This is an optimization exercise on Yosys and OpenROAD, whose aim is small area, not a production implementation. Function was checked by simulation only, so behaviour that the tests miss may differ from the original. Power is estimated from default activity; no workload was simulated.

<file path="config.mk">
export PLATFORM = sky130hd
export DESIGN_NAME = Anti_aliasing_filter_top
export DESIGN_NICKNAME = Anti_aliasing_filter_top
export VERILOG_FILES = /design/flow/design.v
export SDC_FILE = /design/flow/constraint.sdc
export NUM_CORES = 4
export LEC_CHECK = 0
export CAP_MARGIN = 20
export CORE_MARGIN = 2
export CORE_UTILIZATION = 40
export SLEW_MARGIN = 20
</file>
<file path="constraint.sdc">
create_clock -name core_clock -period 20.0 [get_ports {clk}]
set_input_delay 4.0000 -clock core_clock [delete_from_list [all_inputs] [get_ports {clk}]]
set_output_delay 4.0000 -clock core_clock [all_outputs]
set_load 0.01 [all_outputs]
</file>
<file path="design.v">
`timescale 1 ns / 1 ns
module filter_16k_para
               (
                clk,                
                vaild_in,
                clk_enable,        
                rst_n,
                filter_in,
                filter_out,
                filter_real_out,
                phase_27,
                fir_cont
                );
  input vaild_in; 
  input   clk; 
  input   clk_enable; 
  input   rst_n; 
  input   signed [23:0] filter_in; 
  output reg [18:0] fir_cont;
  output  signed [40:0] filter_out; 
   output  signed [23:0] filter_real_out;             
   output phase_27;
    assign filter_real_out  = filter_out [40:17];
  parameter signed [15:0] coeff1 = 16'b0000000000110010; 
  parameter signed [15:0] coeff2 = 16'b0000000001100001; 
  parameter signed [15:0] coeff3 = 16'b1111111111100001; 
  parameter signed [15:0] coeff4 = 16'b1111111001111000; 
  parameter signed [15:0] coeff5 = 16'b1111110110111010; 
  parameter signed [15:0] coeff6 = 16'b0000000000001011; 
  parameter signed [15:0] coeff7 = 16'b0000010010110001; 
  parameter signed [15:0] coeff8 = 16'b0000010111100100; 
  parameter signed [15:0] coeff9 = 16'b1111111001001100; 
  parameter signed [15:0] coeff10 = 16'b1111001010000011; 
  parameter signed [15:0] coeff11 = 16'b1111001000111101; 
  parameter signed [15:0] coeff12 = 16'b0000101010000010; 
  parameter signed [15:0] coeff13 = 16'b0011010010010111; 
  parameter signed [15:0] coeff14 = 16'b0101010111111000; 
  parameter signed [15:0] coeff15 = 16'b0101010111111000; 
  parameter signed [15:0] coeff16 = 16'b0011010010010111; 
  parameter signed [15:0] coeff17 = 16'b0000101010000010; 
  parameter signed [15:0] coeff18 = 16'b1111001000111101; 
  parameter signed [15:0] coeff19 = 16'b1111001010000011; 
  parameter signed [15:0] coeff20 = 16'b1111111001001100; 
  parameter signed [15:0] coeff21 = 16'b0000010111100100; 
  parameter signed [15:0] coeff22 = 16'b0000010010110001; 
  parameter signed [15:0] coeff23 = 16'b0000000000001011; 
  parameter signed [15:0] coeff24 = 16'b1111110110111010; 
  parameter signed [15:0] coeff25 = 16'b1111111001111000; 
  parameter signed [15:0] coeff26 = 16'b1111111111100001; 
  parameter signed [15:0] coeff27 = 16'b0000000001100001; 
  parameter signed [15:0] coeff28 = 16'b0000000000110010; 
  reg  [4:0] cur_count; 
  wire phase_27; 
  wire phase_0; 
  reg  signed [23:0] delay_pipeline [0:27] ; 
  wire signed [23:0] inputmux_1; 
  reg  signed [40:0] acc_final; 
  reg  signed [40:0] acc_out_1; 
  wire signed [38:0] product_1; 
  wire signed [15:0] product_1_mux;
  wire signed [39:0] mul_temp; 
  wire signed [40:0] prod_typeconvert_1; 
  wire signed [40:0] acc_sum_1;
  wire signed [40:0] acc_in_1; 
  wire signed [40:0] add_signext; 
  wire signed [40:0] add_signext_1; 
  wire signed [41:0] add_temp;
  reg  signed [40:0] output_register; 
  always @ ( posedge clk)
    begin: Counter_process   
      if (rst_n == 1'b1) begin
        cur_count <= 5'b11011;
      end
      else begin
        if (clk_enable == 1'b1) begin
          if (cur_count == 5'b11011) begin
            cur_count <= 5'b00000;
          end
          else begin
            cur_count <= cur_count + 1;
          end
        end
      end
    end  
  assign  phase_27 = (cur_count == 5'b11011 && clk_enable == 1'b1)? 1 : 0;
  assign  phase_0 = (cur_count == 5'b00000 && clk_enable == 1'b1)? 1 : 0;
  always @( posedge clk)
    begin: Delay_Pipeline_process
      if (rst_n == 1'b1) begin
        delay_pipeline[0] <= 0;
        delay_pipeline[1] <= 0;
        delay_pipeline[2] <= 0;
        delay_pipeline[3] <= 0;
        delay_pipeline[4] <= 0;
        delay_pipeline[5] <= 0;
        delay_pipeline[6] <= 0;
        delay_pipeline[7] <= 0;
        delay_pipeline[8] <= 0;
        delay_pipeline[9] <= 0;
        delay_pipeline[10] <= 0;
        delay_pipeline[11] <= 0;
        delay_pipeline[12] <= 0;
        delay_pipeline[13] <= 0;
        delay_pipeline[14] <= 0;
        delay_pipeline[15] <= 0;
        delay_pipeline[16] <= 0;
        delay_pipeline[17] <= 0;
        delay_pipeline[18] <= 0;
        delay_pipeline[19] <= 0;
        delay_pipeline[20] <= 0;
        delay_pipeline[21] <= 0;
        delay_pipeline[22] <= 0;
        delay_pipeline[23] <= 0;
        delay_pipeline[24] <= 0;
        delay_pipeline[25] <= 0;
        delay_pipeline[26] <= 0;
        delay_pipeline[27] <= 0;
      end
      else begin
        if (phase_27 == 1'b1  ) begin
          delay_pipeline[0] <= filter_in;
          delay_pipeline[1] <= delay_pipeline[0];
          delay_pipeline[2] <= delay_pipeline[1];
          delay_pipeline[3] <= delay_pipeline[2];
          delay_pipeline[4] <= delay_pipeline[3];
          delay_pipeline[5] <= delay_pipeline[4];
          delay_pipeline[6] <= delay_pipeline[5];
          delay_pipeline[7] <= delay_pipeline[6];
          delay_pipeline[8] <= delay_pipeline[7];
          delay_pipeline[9] <= delay_pipeline[8];
          delay_pipeline[10] <= delay_pipeline[9];
          delay_pipeline[11] <= delay_pipeline[10];
          delay_pipeline[12] <= delay_pipeline[11];
          delay_pipeline[13] <= delay_pipeline[12];
          delay_pipeline[14] <= delay_pipeline[13];
          delay_pipeline[15] <= delay_pipeline[14];
          delay_pipeline[16] <= delay_pipeline[15];
          delay_pipeline[17] <= delay_pipeline[16];
          delay_pipeline[18] <= delay_pipeline[17];
          delay_pipeline[19] <= delay_pipeline[18];
          delay_pipeline[20] <= delay_pipeline[19];
          delay_pipeline[21] <= delay_pipeline[20];
          delay_pipeline[22] <= delay_pipeline[21];
          delay_pipeline[23] <= delay_pipeline[22];
          delay_pipeline[24] <= delay_pipeline[23];
          delay_pipeline[25] <= delay_pipeline[24];
          delay_pipeline[26] <= delay_pipeline[25];
          delay_pipeline[27] <= delay_pipeline[26];
        end
      end
    end  
  assign inputmux_1 = (cur_count == 5'b00000) ? delay_pipeline[0] :
                     (cur_count == 5'b00001) ? delay_pipeline[1] :
                     (cur_count == 5'b00010) ? delay_pipeline[2] :
                     (cur_count == 5'b00011) ? delay_pipeline[3] :
                     (cur_count == 5'b00100) ? delay_pipeline[4] :
                     (cur_count == 5'b00101) ? delay_pipeline[5] :
                     (cur_count == 5'b00110) ? delay_pipeline[6] :
                     (cur_count == 5'b00111) ? delay_pipeline[7] :
                     (cur_count == 5'b01000) ? delay_pipeline[8] :
                     (cur_count == 5'b01001) ? delay_pipeline[9] :
                     (cur_count == 5'b01010) ? delay_pipeline[10] :
                     (cur_count == 5'b01011) ? delay_pipeline[11] :
                     (cur_count == 5'b01100) ? delay_pipeline[12] :
                     (cur_count == 5'b01101) ? delay_pipeline[13] :
                     (cur_count == 5'b01110) ? delay_pipeline[14] :
                     (cur_count == 5'b01111) ? delay_pipeline[15] :
                     (cur_count == 5'b10000) ? delay_pipeline[16] :
                     (cur_count == 5'b10001) ? delay_pipeline[17] :
                     (cur_count == 5'b10010) ? delay_pipeline[18] :
                     (cur_count == 5'b10011) ? delay_pipeline[19] :
                     (cur_count == 5'b10100) ? delay_pipeline[20] :
                     (cur_count == 5'b10101) ? delay_pipeline[21] :
                     (cur_count == 5'b10110) ? delay_pipeline[22] :
                     (cur_count == 5'b10111) ? delay_pipeline[23] :
                     (cur_count == 5'b11000) ? delay_pipeline[24] :
                     (cur_count == 5'b11001) ? delay_pipeline[25] :
                     (cur_count == 5'b11010) ? delay_pipeline[26] :
                     delay_pipeline[27];
  assign product_1_mux = (cur_count == 5'b00000) ? coeff1 :
                        (cur_count == 5'b00001) ? coeff2 :
                        (cur_count == 5'b00010) ? coeff3 :
                        (cur_count == 5'b00011) ? coeff4 :
                        (cur_count == 5'b00100) ? coeff5 :
                        (cur_count == 5'b00101) ? coeff6 :
                        (cur_count == 5'b00110) ? coeff7 :
                        (cur_count == 5'b00111) ? coeff8 :
                        (cur_count == 5'b01000) ? coeff9 :
                        (cur_count == 5'b01001) ? coeff10 :
                        (cur_count == 5'b01010) ? coeff11 :
                        (cur_count == 5'b01011) ? coeff12 :
                        (cur_count == 5'b01100) ? coeff13 :
                        (cur_count == 5'b01101) ? coeff14 :
                        (cur_count == 5'b01110) ? coeff15 :
                        (cur_count == 5'b01111) ? coeff16 :
                        (cur_count == 5'b10000) ? coeff17 :
                        (cur_count == 5'b10001) ? coeff18 :
                        (cur_count == 5'b10010) ? coeff19 :
                        (cur_count == 5'b10011) ? coeff20 :
                        (cur_count == 5'b10100) ? coeff21 :
                        (cur_count == 5'b10101) ? coeff22 :
                        (cur_count == 5'b10110) ? coeff23 :
                        (cur_count == 5'b10111) ? coeff24 :
                        (cur_count == 5'b11000) ? coeff25 :
                        (cur_count == 5'b11001) ? coeff26 :
                        (cur_count == 5'b11010) ? coeff27 :
                        coeff28;
  assign mul_temp = inputmux_1 * product_1_mux;
  assign product_1 = mul_temp[38:0];
  assign prod_typeconvert_1 = $signed({{2{product_1[38]}}, product_1});
  assign add_signext = prod_typeconvert_1;
  assign add_signext_1 = acc_out_1;
  assign add_temp = add_signext + add_signext_1;
  assign acc_sum_1 = add_temp[40:0];
  assign acc_in_1 = (phase_0 == 1'b1) ? prod_typeconvert_1 :
                   acc_sum_1;
  always @ ( posedge clk)
    begin: Acc_reg_1_process
      if (rst_n == 1'b1) begin
        acc_out_1 <= 0;
      end
      else begin
        if (clk_enable == 1'b1) begin
          acc_out_1 <= acc_in_1;
        end
      end
    end  
  always @ ( posedge clk)
    begin: Finalsum_reg_process
      if (rst_n == 1'b1) begin
        acc_final <= 0;
      end
      else begin
        if (phase_0 == 1'b1) begin
          acc_final <= acc_out_1;
        end
      end
    end  
  always @ ( posedge clk)
    begin: Output_Register_process
      if (rst_n == 1'b1) begin
       fir_cont <= 'd0;
        output_register <= 0;
      end
      else begin
        if (phase_27 == 1'b1) begin
            if (fir_cont >= 'd8)
                begin
                    fir_cont <= 'd0;
                end
            else
                fir_cont <= fir_cont + 1'b1;
          output_register <= acc_final;
        end
      end
    end  
  assign filter_out = output_register;
endmodule  
`timescale 1ns / 1ps
module Sampling_average(
    input clk,
    input rst_n,
    input [23:0] data_in,
    input valid_in,
    input [7-1:0] sample_length,
    output reg [23:0] down_data_out,
    output reg valid_out
    );
reg [18:0] sum_cont;
    always@(posedge clk or negedge rst_n)
        begin
            if (!rst_n)
                sum_cont <= 'd0;
            else
                begin
                    if (valid_in)
                        begin
                            if (sum_cont >= sample_length-1)       
                                sum_cont <= 'd0;
                            else
                                sum_cont <= sum_cont + 1'b1;
                        end
                end
        end
    reg valid_out_tmp;
    reg signed [40:0] sum_value;
    reg [24-1:0] down_data_tmp;
    always@(posedge clk or negedge rst_n)
        begin
            if (!rst_n)
                begin
                    valid_out_tmp <= 'd0;
                    sum_value <= 'd0;
                    down_data_tmp <= 'd0;
                end
            else if (valid_in)
                begin
                    if (sum_cont == sample_length-1)
                        begin
                            valid_out_tmp <= 1'b1;
                            down_data_tmp <= (sum_value + $signed({{17{data_in[23]}}, data_in})) >>> 3;
                            sum_value <= 'd0;
                        end
                    else
                        begin
                            sum_value <= sum_value + $signed({{17{data_in[23]}}, data_in});
                            down_data_tmp <= down_data_tmp;
                        end
                end
             else
                valid_out_tmp <= 1'b0;
        end
    always @(posedge clk or negedge rst_n)
        begin
            if (!rst_n)
                begin
                    down_data_out <= 'd0;
                end
            else if (valid_in)
                begin
                    down_data_out <= down_data_tmp;
                end
        end
    always @(posedge clk or negedge rst_n)
        begin
            if (!rst_n)
                begin
                    valid_out <= 1'b0;
                end
            else if (valid_in)
                begin
                    if (sum_cont == 'd0)
                        begin
                            valid_out <= 1'b1;
                        end
                    else
                        valid_out <= 1'b0;
                end
             else
                valid_out <= 1'b0;
           end
endmodule
`timescale 1 ns / 1 ns
module filter_2k_para
               (
                clk,
                clk_enable,
                rst_n,
                filter_in,
                filter_out,
                filter_real_out_2k
                );
  input   clk; 
  input   clk_enable; 
  input   rst_n; 
  input   signed [23:0] filter_in; 
  output  signed [40:0] filter_out; 
  output signed [23:0] filter_real_out_2k;
  assign filter_real_out_2k = filter_out [40:17];
  parameter signed [15:0] coeff1 = 16'b0000000000110010; 
    parameter signed [15:0] coeff2 = 16'b0000000001100001; 
    parameter signed [15:0] coeff3 = 16'b1111111111100001; 
    parameter signed [15:0] coeff4 = 16'b1111111001111000; 
    parameter signed [15:0] coeff5 = 16'b1111110110111010; 
    parameter signed [15:0] coeff6 = 16'b0000000000001011; 
    parameter signed [15:0] coeff7 = 16'b0000010010110001; 
    parameter signed [15:0] coeff8 = 16'b0000010111100100; 
    parameter signed [15:0] coeff9 = 16'b1111111001001100; 
    parameter signed [15:0] coeff10 = 16'b1111001010000011;
    parameter signed [15:0] coeff11 = 16'b1111001000111101;
    parameter signed [15:0] coeff12 = 16'b0000101010000010;
    parameter signed [15:0] coeff13 = 16'b0011010010010111;
    parameter signed [15:0] coeff14 = 16'b0101010111111000;
    parameter signed [15:0] coeff15 = 16'b0101010111111000;
    parameter signed [15:0] coeff16 = 16'b0011010010010111;
    parameter signed [15:0] coeff17 = 16'b0000101010000010;
    parameter signed [15:0] coeff18 = 16'b1111001000111101;
    parameter signed [15:0] coeff19 = 16'b1111001010000011;
    parameter signed [15:0] coeff20 = 16'b1111111001001100;
    parameter signed [15:0] coeff21 = 16'b0000010111100100;
    parameter signed [15:0] coeff22 = 16'b0000010010110001;
    parameter signed [15:0] coeff23 = 16'b0000000000001011;
    parameter signed [15:0] coeff24 = 16'b1111110110111010;
    parameter signed [15:0] coeff25 = 16'b1111111001111000;
    parameter signed [15:0] coeff26 = 16'b1111111111100001;
    parameter signed [15:0] coeff27 = 16'b0000000001100001;
    parameter signed [15:0] coeff28 = 16'b0000000000110010;
    reg  [4:0] cur_count; 
    wire phase_27; 
    wire phase_0; 
    reg  signed [23:0] delay_pipeline [0:27] ; 
    wire signed [23:0] inputmux_1; 
    reg  signed [40:0] acc_final; 
    reg  signed [40:0] acc_out_1; 
    wire signed [38:0] product_1; 
    wire signed [15:0] product_1_mux; 
    wire signed [39:0] mul_temp; 
    wire signed [40:0] prod_typeconvert_1; 
    wire signed [40:0] acc_sum_1; 
    wire signed [40:0] acc_in_1; 
    wire signed [40:0] add_signext; 
    wire signed [40:0] add_signext_1; 
    wire signed [41:0] add_temp; 
    reg  signed [40:0] output_register; 
    always @ (posedge clk or posedge rst_n)
      begin: Counter_process
        if (rst_n == 1'b1) begin
          cur_count <= 5'b11011;
        end
        else begin
          if (clk_enable == 1'b1) begin
            if (cur_count == 5'b11011) begin
              cur_count <= 5'b00000;
            end
            else begin
              cur_count <= cur_count + 1;
            end
          end
        end
      end  
    assign  phase_27 = (cur_count == 5'b11011 && clk_enable == 1'b1)? 1 : 0;
    assign  phase_0 = (cur_count == 5'b00000 && clk_enable == 1'b1)? 1 : 0;
    always @( posedge clk or posedge rst_n)
      begin: Delay_Pipeline_process
        if (rst_n == 1'b1) begin
          delay_pipeline[0] <= 0;
          delay_pipeline[1] <= 0;
          delay_pipeline[2] <= 0;
          delay_pipeline[3] <= 0;
          delay_pipeline[4] <= 0;
          delay_pipeline[5] <= 0;
          delay_pipeline[6] <= 0;
          delay_pipeline[7] <= 0;
          delay_pipeline[8] <= 0;
          delay_pipeline[9] <= 0;
          delay_pipeline[10] <= 0;
          delay_pipeline[11] <= 0;
          delay_pipeline[12] <= 0;
          delay_pipeline[13] <= 0;
          delay_pipeline[14] <= 0;
          delay_pipeline[15] <= 0;
          delay_pipeline[16] <= 0;
          delay_pipeline[17] <= 0;
          delay_pipeline[18] <= 0;
          delay_pipeline[19] <= 0;
          delay_pipeline[20] <= 0;
          delay_pipeline[21] <= 0;
          delay_pipeline[22] <= 0;
          delay_pipeline[23] <= 0;
          delay_pipeline[24] <= 0;
          delay_pipeline[25] <= 0;
          delay_pipeline[26] <= 0;
          delay_pipeline[27] <= 0;
        end
        else begin
          if (phase_27 == 1'b1) begin
            delay_pipeline[0] <= filter_in;
            delay_pipeline[1] <= delay_pipeline[0];
            delay_pipeline[2] <= delay_pipeline[1];
            delay_pipeline[3] <= delay_pipeline[2];
            delay_pipeline[4] <= delay_pipeline[3];
            delay_pipeline[5] <= delay_pipeline[4];
            delay_pipeline[6] <= delay_pipeline[5];
            delay_pipeline[7] <= delay_pipeline[6];
            delay_pipeline[8] <= delay_pipeline[7];
            delay_pipeline[9] <= delay_pipeline[8];
            delay_pipeline[10] <= delay_pipeline[9];
            delay_pipeline[11] <= delay_pipeline[10];
            delay_pipeline[12] <= delay_pipeline[11];
            delay_pipeline[13] <= delay_pipeline[12];
            delay_pipeline[14] <= delay_pipeline[13];
            delay_pipeline[15] <= delay_pipeline[14];
            delay_pipeline[16] <= delay_pipeline[15];
            delay_pipeline[17] <= delay_pipeline[16];
            delay_pipeline[18] <= delay_pipeline[17];
            delay_pipeline[19] <= delay_pipeline[18];
            delay_pipeline[20] <= delay_pipeline[19];
            delay_pipeline[21] <= delay_pipeline[20];
            delay_pipeline[22] <= delay_pipeline[21];
            delay_pipeline[23] <= delay_pipeline[22];
            delay_pipeline[24] <= delay_pipeline[23];
            delay_pipeline[25] <= delay_pipeline[24];
            delay_pipeline[26] <= delay_pipeline[25];
            delay_pipeline[27] <= delay_pipeline[26];
          end
        end
      end  
    assign inputmux_1 = (cur_count == 5'b00000) ? delay_pipeline[0] :
                       (cur_count == 5'b00001) ? delay_pipeline[1] :
                       (cur_count == 5'b00010) ? delay_pipeline[2] :
                       (cur_count == 5'b00011) ? delay_pipeline[3] :
                       (cur_count == 5'b00100) ? delay_pipeline[4] :
                       (cur_count == 5'b00101) ? delay_pipeline[5] :
                       (cur_count == 5'b00110) ? delay_pipeline[6] :
                       (cur_count == 5'b00111) ? delay_pipeline[7] :
                       (cur_count == 5'b01000) ? delay_pipeline[8] :
                       (cur_count == 5'b01001) ? delay_pipeline[9] :
                       (cur_count == 5'b01010) ? delay_pipeline[10] :
                       (cur_count == 5'b01011) ? delay_pipeline[11] :
                       (cur_count == 5'b01100) ? delay_pipeline[12] :
                       (cur_count == 5'b01101) ? delay_pipeline[13] :
                       (cur_count == 5'b01110) ? delay_pipeline[14] :
                       (cur_count == 5'b01111) ? delay_pipeline[15] :
                       (cur_count == 5'b10000) ? delay_pipeline[16] :
                       (cur_count == 5'b10001) ? delay_pipeline[17] :
                       (cur_count == 5'b10010) ? delay_pipeline[18] :
                       (cur_count == 5'b10011) ? delay_pipeline[19] :
                       (cur_count == 5'b10100) ? delay_pipeline[20] :
                       (cur_count == 5'b10101) ? delay_pipeline[21] :
                       (cur_count == 5'b10110) ? delay_pipeline[22] :
                       (cur_count == 5'b10111) ? delay_pipeline[23] :
                       (cur_count == 5'b11000) ? delay_pipeline[24] :
                       (cur_count == 5'b11001) ? delay_pipeline[25] :
                       (cur_count == 5'b11010) ? delay_pipeline[26] :
                       delay_pipeline[27];
    assign product_1_mux = (cur_count == 5'b00000) ? coeff1 :
                          (cur_count == 5'b00001) ? coeff2 :
                          (cur_count == 5'b00010) ? coeff3 :
                          (cur_count == 5'b00011) ? coeff4 :
                          (cur_count == 5'b00100) ? coeff5 :
                          (cur_count == 5'b00101) ? coeff6 :
                          (cur_count == 5'b00110) ? coeff7 :
                          (cur_count == 5'b00111) ? coeff8 :
                          (cur_count == 5'b01000) ? coeff9 :
                          (cur_count == 5'b01001) ? coeff10 :
                          (cur_count == 5'b01010) ? coeff11 :
                          (cur_count == 5'b01011) ? coeff12 :
                          (cur_count == 5'b01100) ? coeff13 :
                          (cur_count == 5'b01101) ? coeff14 :
                          (cur_count == 5'b01110) ? coeff15 :
                          (cur_count == 5'b01111) ? coeff16 :
                          (cur_count == 5'b10000) ? coeff17 :
                          (cur_count == 5'b10001) ? coeff18 :
                          (cur_count == 5'b10010) ? coeff19 :
                          (cur_count == 5'b10011) ? coeff20 :
                          (cur_count == 5'b10100) ? coeff21 :
                          (cur_count == 5'b10101) ? coeff22 :
                          (cur_count == 5'b10110) ? coeff23 :
                          (cur_count == 5'b10111) ? coeff24 :
                          (cur_count == 5'b11000) ? coeff25 :
                          (cur_count == 5'b11001) ? coeff26 :
                          (cur_count == 5'b11010) ? coeff27 :
                          coeff28;
    assign mul_temp = inputmux_1 * product_1_mux;
    assign product_1 = mul_temp[38:0];
    assign prod_typeconvert_1 = $signed({{2{product_1[38]}}, product_1});
    assign add_signext = prod_typeconvert_1;
    assign add_signext_1 = acc_out_1;
    assign add_temp = add_signext + add_signext_1;
    assign acc_sum_1 = add_temp[40:0];
    assign acc_in_1 = (phase_0 == 1'b1) ? prod_typeconvert_1 :
                     acc_sum_1;
    always @ (posedge clk or posedge rst_n)
      begin: Acc_reg_1_process
        if (rst_n == 1'b1) begin
          acc_out_1 <= 0;
        end
        else begin
          if (clk_enable == 1'b1) begin
            acc_out_1 <= acc_in_1;
          end
        end
      end  
    always @ (posedge clk or posedge rst_n)
      begin: Finalsum_reg_process
        if (rst_n == 1'b1) begin
          acc_final <= 0;
        end
        else begin
          if (phase_0 == 1'b1) begin
            acc_final <= acc_out_1;
          end
        end
      end  
    always @ (posedge clk or posedge rst_n)
      begin: Output_Register_process
        if (rst_n == 1'b1) begin
          output_register <= 0;
        end
        else begin
          if (phase_27 == 1'b1) begin
            output_register <= acc_final;
          end
        end
      end  
    assign filter_out = output_register;
  endmodule  
`timescale 1ns / 1ps
module Anti_aliasing_filter_top(
    input clk,
    input rst_n,
    input clk_en_fir1,
    input signed [23:0] original_data_in,
    input valid_in,
    output signed [23:0] doublr_filter_out,
    output  data_valid
    );
    wire signed [23:0] first_filter_out;
    wire signed [23:0] first_filter_down_out;
    wire valid_out;
    assign data_valid = valid_out;
    wire  [18:0] fir_cont;
    wire phase_27;
         filter_16k_para         filter_16k_serial_inst(
       .clk                (clk),
       .clk_enable         (clk_en_fir1)    ,
       .vaild_in            (valid_in),
       .rst_n              (!rst_n),
       .filter_in          (original_data_in),
       .filter_out         (),
       .filter_real_out    (first_filter_out),
       .phase_27        (phase_27)
       );
    Sampling_average                                Sampling_average_inst(
        .clk                                                        (clk),
        .rst_n                                                     (rst_n),
        .data_in                                                (first_filter_out),
        .valid_in                                                 (phase_27),
        .sample_length                                     (8),
        .down_data_out                                    (first_filter_down_out),
        .valid_out                                               (valid_out)
        );
    parameter CLKEN_PERIODS2 = 55;
    reg [10:0] clk_en_cont2;
    wire    clk_en_fir2;
    reg start;
        always @(posedge clk or negedge rst_n)
            begin  
                if (!rst_n)
                    begin
                        clk_en_cont2 <= 'd0;
                        start <= 1'b0;
                    end
                else
                    begin
                        if (valid_out)
                            start <= 1'b1;
                        else
                            start <= start;
                        if (start)
                            begin
                                if (clk_en_cont2 >= CLKEN_PERIODS2)
                                    begin
                                        clk_en_cont2 <= 'd0;
                                    end
                                else
                                    begin
                                        clk_en_cont2 <= clk_en_cont2 + 1'b1;
                                    end
                            end
                    end
            end
    assign clk_en_fir2 = (clk_en_cont2 >= CLKEN_PERIODS2 )? 1:0;
    filter_2k_para              filter_2k_serial_inst(
        .clk                    (clk),
        .clk_enable             (clk_en_fir2),
        .rst_n                  (!rst_n),
        .filter_in              (first_filter_down_out),
        .filter_out             (),
        .filter_real_out_2k     (doublr_filter_out)
    );
endmodule
</file>
<file path="run.sh">
#!/bin/bash
# synth_recipe.tcl (not shown) runs the flow's synth.tcl, then flattens the netlist and writes it again
# the make line also repeats each setting of config.mk as NAME=value (left out here)
make -C /OpenROAD-flow-scripts/flow DESIGN_CONFIG=/design/flow/config.mk WORK_HOME=/design/flow/orfs CLKGATE_MAP_FILE= SYNTH_SCRIPT=/design/flow/synth_recipe.tcl finish
</file>
==> flow_summary.toml <==
[die]
ioPinCount = 53
chipWidth_um = 516
rows = 187
fp.dieH_um = 516
core_area_um2 = 260000
start_util_pct = 40.3
die_area_um2 = 266000

[cts]
clockBufferDepth = 3
htreeDepth = 4
clock-sinks = 1639
clkTransAtPathRegs_ps = 60
clk_latency_ps = 860
post_cts_resized = 0
clockRootBuffer = "clkbuf_16"
ctsHoldBuffers = 0
cts_tree = "built"
cts_buffers = 177
post_cts_buffers = 0

[drt]
vias = 84400
drc = 0
route.final.wire_length_um = 305000
wl_per_cell_um = 20.2
first_pass_iters = 6
ant_nets = 0
drt_iter0_markers = 7571
vias_per_cell = 5.58

[layout]
mostFrequentLayoutCell = "nand2_1"
final_nets = 12500
fill_cells = 25100
drive_gt1_share_pct = 11.6
mostFrequentLayoutCells = "nand2_1, a21oi_1, inv_1"
syn2layout_area_growth_pct = 9.29

[flow_run]
maxCapViolCount = 0

[pwr]
p_total_mw = 20.5
peakVddDrop_uv = 484
leakage_nw = 51.2
power_density_nw_per_um2 = 179

[placement]
place_hpwl_um = 214000
gp_congestion = 0.944
port_buffers = 51

[sta]
finalHoldViolations = 0
slew-limit-headroom_pct = 23.5
max_freq_mhz = 68.0
setup_viol_count_final = 0
slew_violations = 0
clock_skew_ps = 68.6
period_needed_ps = 14700
setup_tns_ps = 0
rsz0062_at_grt = "no"
fin_crit_sh_pct = 73.5
worst_pin_slew_ps = 1150

[status]
status = "timing/DRC/antenna clean"

[worst_setup_path]
worstSetupPathType = "flip-flop to flip-flop"
end_kind = "flip-flop"
crit_fanout = 23
crit_arrival_ps = 15430
cp_slowest_stage_delay_ps = 920
cp-start-kind = "flip-flop"
cp_common_cell = "fa_1"
r2r_slack_ps = 5300
required_ps = 20720
slowest_stage = "a221oi_1"

[global_routing]
grt_pass1_vias = 84500
antenna_found_initial = 6
grt_pass1_wl_um = 483000
track_usage_pct = 22.8
grt_max_degree = 237
grt_remaining_overflow = 0

[synth]
synth-edff-count = 0
synth.area.top_cells = "dfrtp_1, dfxtp_1, fa_1, nand2_1, mux2_2"
synth_cell_type_count = 116
ys_warn_count = 7
synth_nets = 12800
post_synth.cell_area_avg_um2 = 8.92
synth_top_area_share_pct = 20.8
netlist_area_um2 = 105000
synth_cells = 11800
synth_ff_type = "dfrtp_1"
ys_seq_area_share_pct = 35.5
ys_ff_latch = 1639
yosysTopAreaCell = "dfrtp_1"
async_flop_share_pct = 53.3

[min_path]
hp-class = "flip-flop to flip-flop"
routing by layer:
metal / vias to the layer above / share of wire, % / GRT usage [%]
met3: 529 / 6.1 / 3.09
met2: 2639 / 47 / 37.6
li1: 39000 / - / -
met4: 0 / 3.2 / 7.25
met1: 42200 / 44 / 30.8
met5: - / 0 / 0
kinds of logic (layout without fill, tap and decap cells):
group	after synthesis	after routing	share of synthesized area, %
xor+xnor	179	179	1.50
mux	777	777	8.30
buf+inv	1632	1491	6.02
simple gates	3852	3852	15.5
flops	1639	1639	35.5
compound gates	2617	2617	15.3
fa+ha+maj	1054	1054	17.9
other cells	0	1	0
where the power goes:
group / switching [mW] / internal [mW] / total [mW]
clock network: 1.43 / 1.94 / 3.37
logic: 8.27 / 5.42 / 13.7
registers: 0.0654 / 3.38 / 3.44
total: 9.77 / 10.7 / 20.5
synthesized netlist by cell type (16+ instances only):
| cell type | number |
|---|---|
| o221a_2 | 17 |
| nand2b_1 | 86 |
| a31oi_1 | 66 |
| nor2b_1 | 71 |
| dfxtp_1 | 766 |
| xor2_1 | 56 |
| xnor2_1 | 122 |
| a21oi_1 | 1250 |
| o211ai_1 | 48 |
| dfrtp_1 | 869 |
| a21o_1 | 84 |
| fa_1 | 739 |
| buf_1 | 34 |
| o221ai_1 | 97 |
| o21ai_1 | 60 |
| ha_1 | 315 |
| o21bai_1 | 25 |
| and2_1 | 59 |
| buf_2 | 62 |
| o21ai_0 | 344 |
| or3_1 | 39 |
| o311ai_0 | 18 |
| clkbuf_1 | 583 |
| nand4_1 | 24 |
| a211oi_1 | 56 |
| mux2_2 | 724 |
| a22oi_1 | 27 |
| a2111oi_0 | 34 |
| a221o_1 | 34 |
| and3_1 | 39 |
| o31ai_1 | 27 |
| o21a_1 | 41 |
| o311ai_1 | 16 |
| mux2i_1 | 43 |
| a22o_1 | 24 |
| nor2_1 | 677 |
| nand3_1 | 152 |
| nor3_1 | 155 |
| nor4_1 | 25 |
| a221oi_1 | 66 |
| nand2_1 | 2399 |
| inv_1 | 929 |
| o22ai_1 | 144 |
| a211o_1 | 17 |
| or2_2 | 29 |
registers in the layout (all words and copies together) (netlist names):
register / count
clk_en_cont2: 11
filter_16k_serial_inst.delay_pipeline: 672
filter_2k_serial_inst.delay_pipeline: 672
filter_16k_serial_inst.cur_count: 5
filter_2k_serial_inst.cur_count: 5
filter_16k_serial_inst.output_register: 24
Sampling_average_inst.down_data_tmp: 24
filter_2k_serial_inst.acc_out_1: 41
Sampling_average_inst.valid_out: 1
filter_2k_serial_inst.acc_final: 24
start: 1
filter_2k_serial_inst.output_register: 24
Sampling_average_inst.down_data_out: 24
filter_16k_serial_inst.acc_final: 24
Sampling_average_inst.sum_cont: 19
filter_16k_serial_inst.acc_out_1: 41
Sampling_average_inst.sum_value: 27
path summary, 6_finish.rpt:
check / from / to / cells after the start
max: filter_2k_serial_inst.cur_count[0]$_DFFE_PN1N_ / filter_2k_serial_inst.acc_out_1[40]$_DFFE_PN0N_ / 50
min: filter_16k_serial_inst.delay_pipeline[5][3]$_SDFFE_PN0P_ / filter_16k_serial_inst.delay_pipeline[6][3]$_SDFFE_PN0P_ / 2
max reg2reg: filter_2k_serial_inst.cur_count[0]$_DFFE_PN1N_ / filter_2k_serial_inst.acc_out_1[40]$_DFFE_PN0N_ / 50
min reg2reg: filter_16k_serial_inst.delay_pipeline[5][3]$_SDFFE_PN0P_ / filter_16k_serial_inst.delay_pipeline[6][3]$_SDFFE_PN0P_ / 2
max in group asynchronous: rst_n / filter_2k_serial_inst.acc_out_1[7]$_DFFE_PN0N_ / 5
min in group asynchronous: rst_n / filter_2k_serial_inst.delay_pipeline[25][19]$_DFFE_PN0P_ / 1
worst max-delay path, delay by kind of cell (launching register included):
family          cells  cell delay (ps)
mux                 1               70
buf+inv             7              810
compound gates     18             5900
flops               1              580
simple gates       14             3160
fa+ha+maj           9             3900
xor+xnor            1              100
per-stage QoR:
step                      area [µm²]  worst slack, ps  instances  utilization [%]  hold slack [ps]
final                         115000             5300      15100             44.1              415
after global routing          115000             4400      15100             44.1              433
after CTS                     114000             5370      15100             44.0              400
after detailed placement      108000             5440      14800             41.7              446
after global placement        108000             5570      14800             41.7              442
after floorplan               105000             8630      11800                -              432
cell type report:
type	instances	area, µm²	area share [%]
multi-input cells	8479	61400	53.7
flip-flops and latches	1639	37200	32.5
clock buffers	267	5240	4.58
well taps	3496	4370	3.82
inverters	934	3510	3.07
repair buffers	231	1970	1.72
clock inverters	59	782	0.683
diodes	1	2.50	0.00219

==> separate check: timing with driven ports <==
Ports are ideal in the flow. The routed layout listed here was re-timed in OpenROAD. Step 1, drivers: a clkbuf_16 drives clk and a buf_2 each remaining input, both assumed. Step 2 also shifts input and output timing later by t, the mid clock arrival at the registers, as if the neighbouring blocks saw the same clock. Slacks: no drivers / after step 1 / after step 2; pairs: no drivers / after step 1.
shift t [ns]: 0.912
setup WS [ns]: 5.297 / 5.297 / 5.297
clock arrival spread, ns: 0.071 / 0.070
worst data-port slew with drivers (ns): 0.09
After both steps setup and hold are still met in this run. For this run, drivers alone change the setup slack by 0.000 ns; drivers and shift together by 0.000 ns.
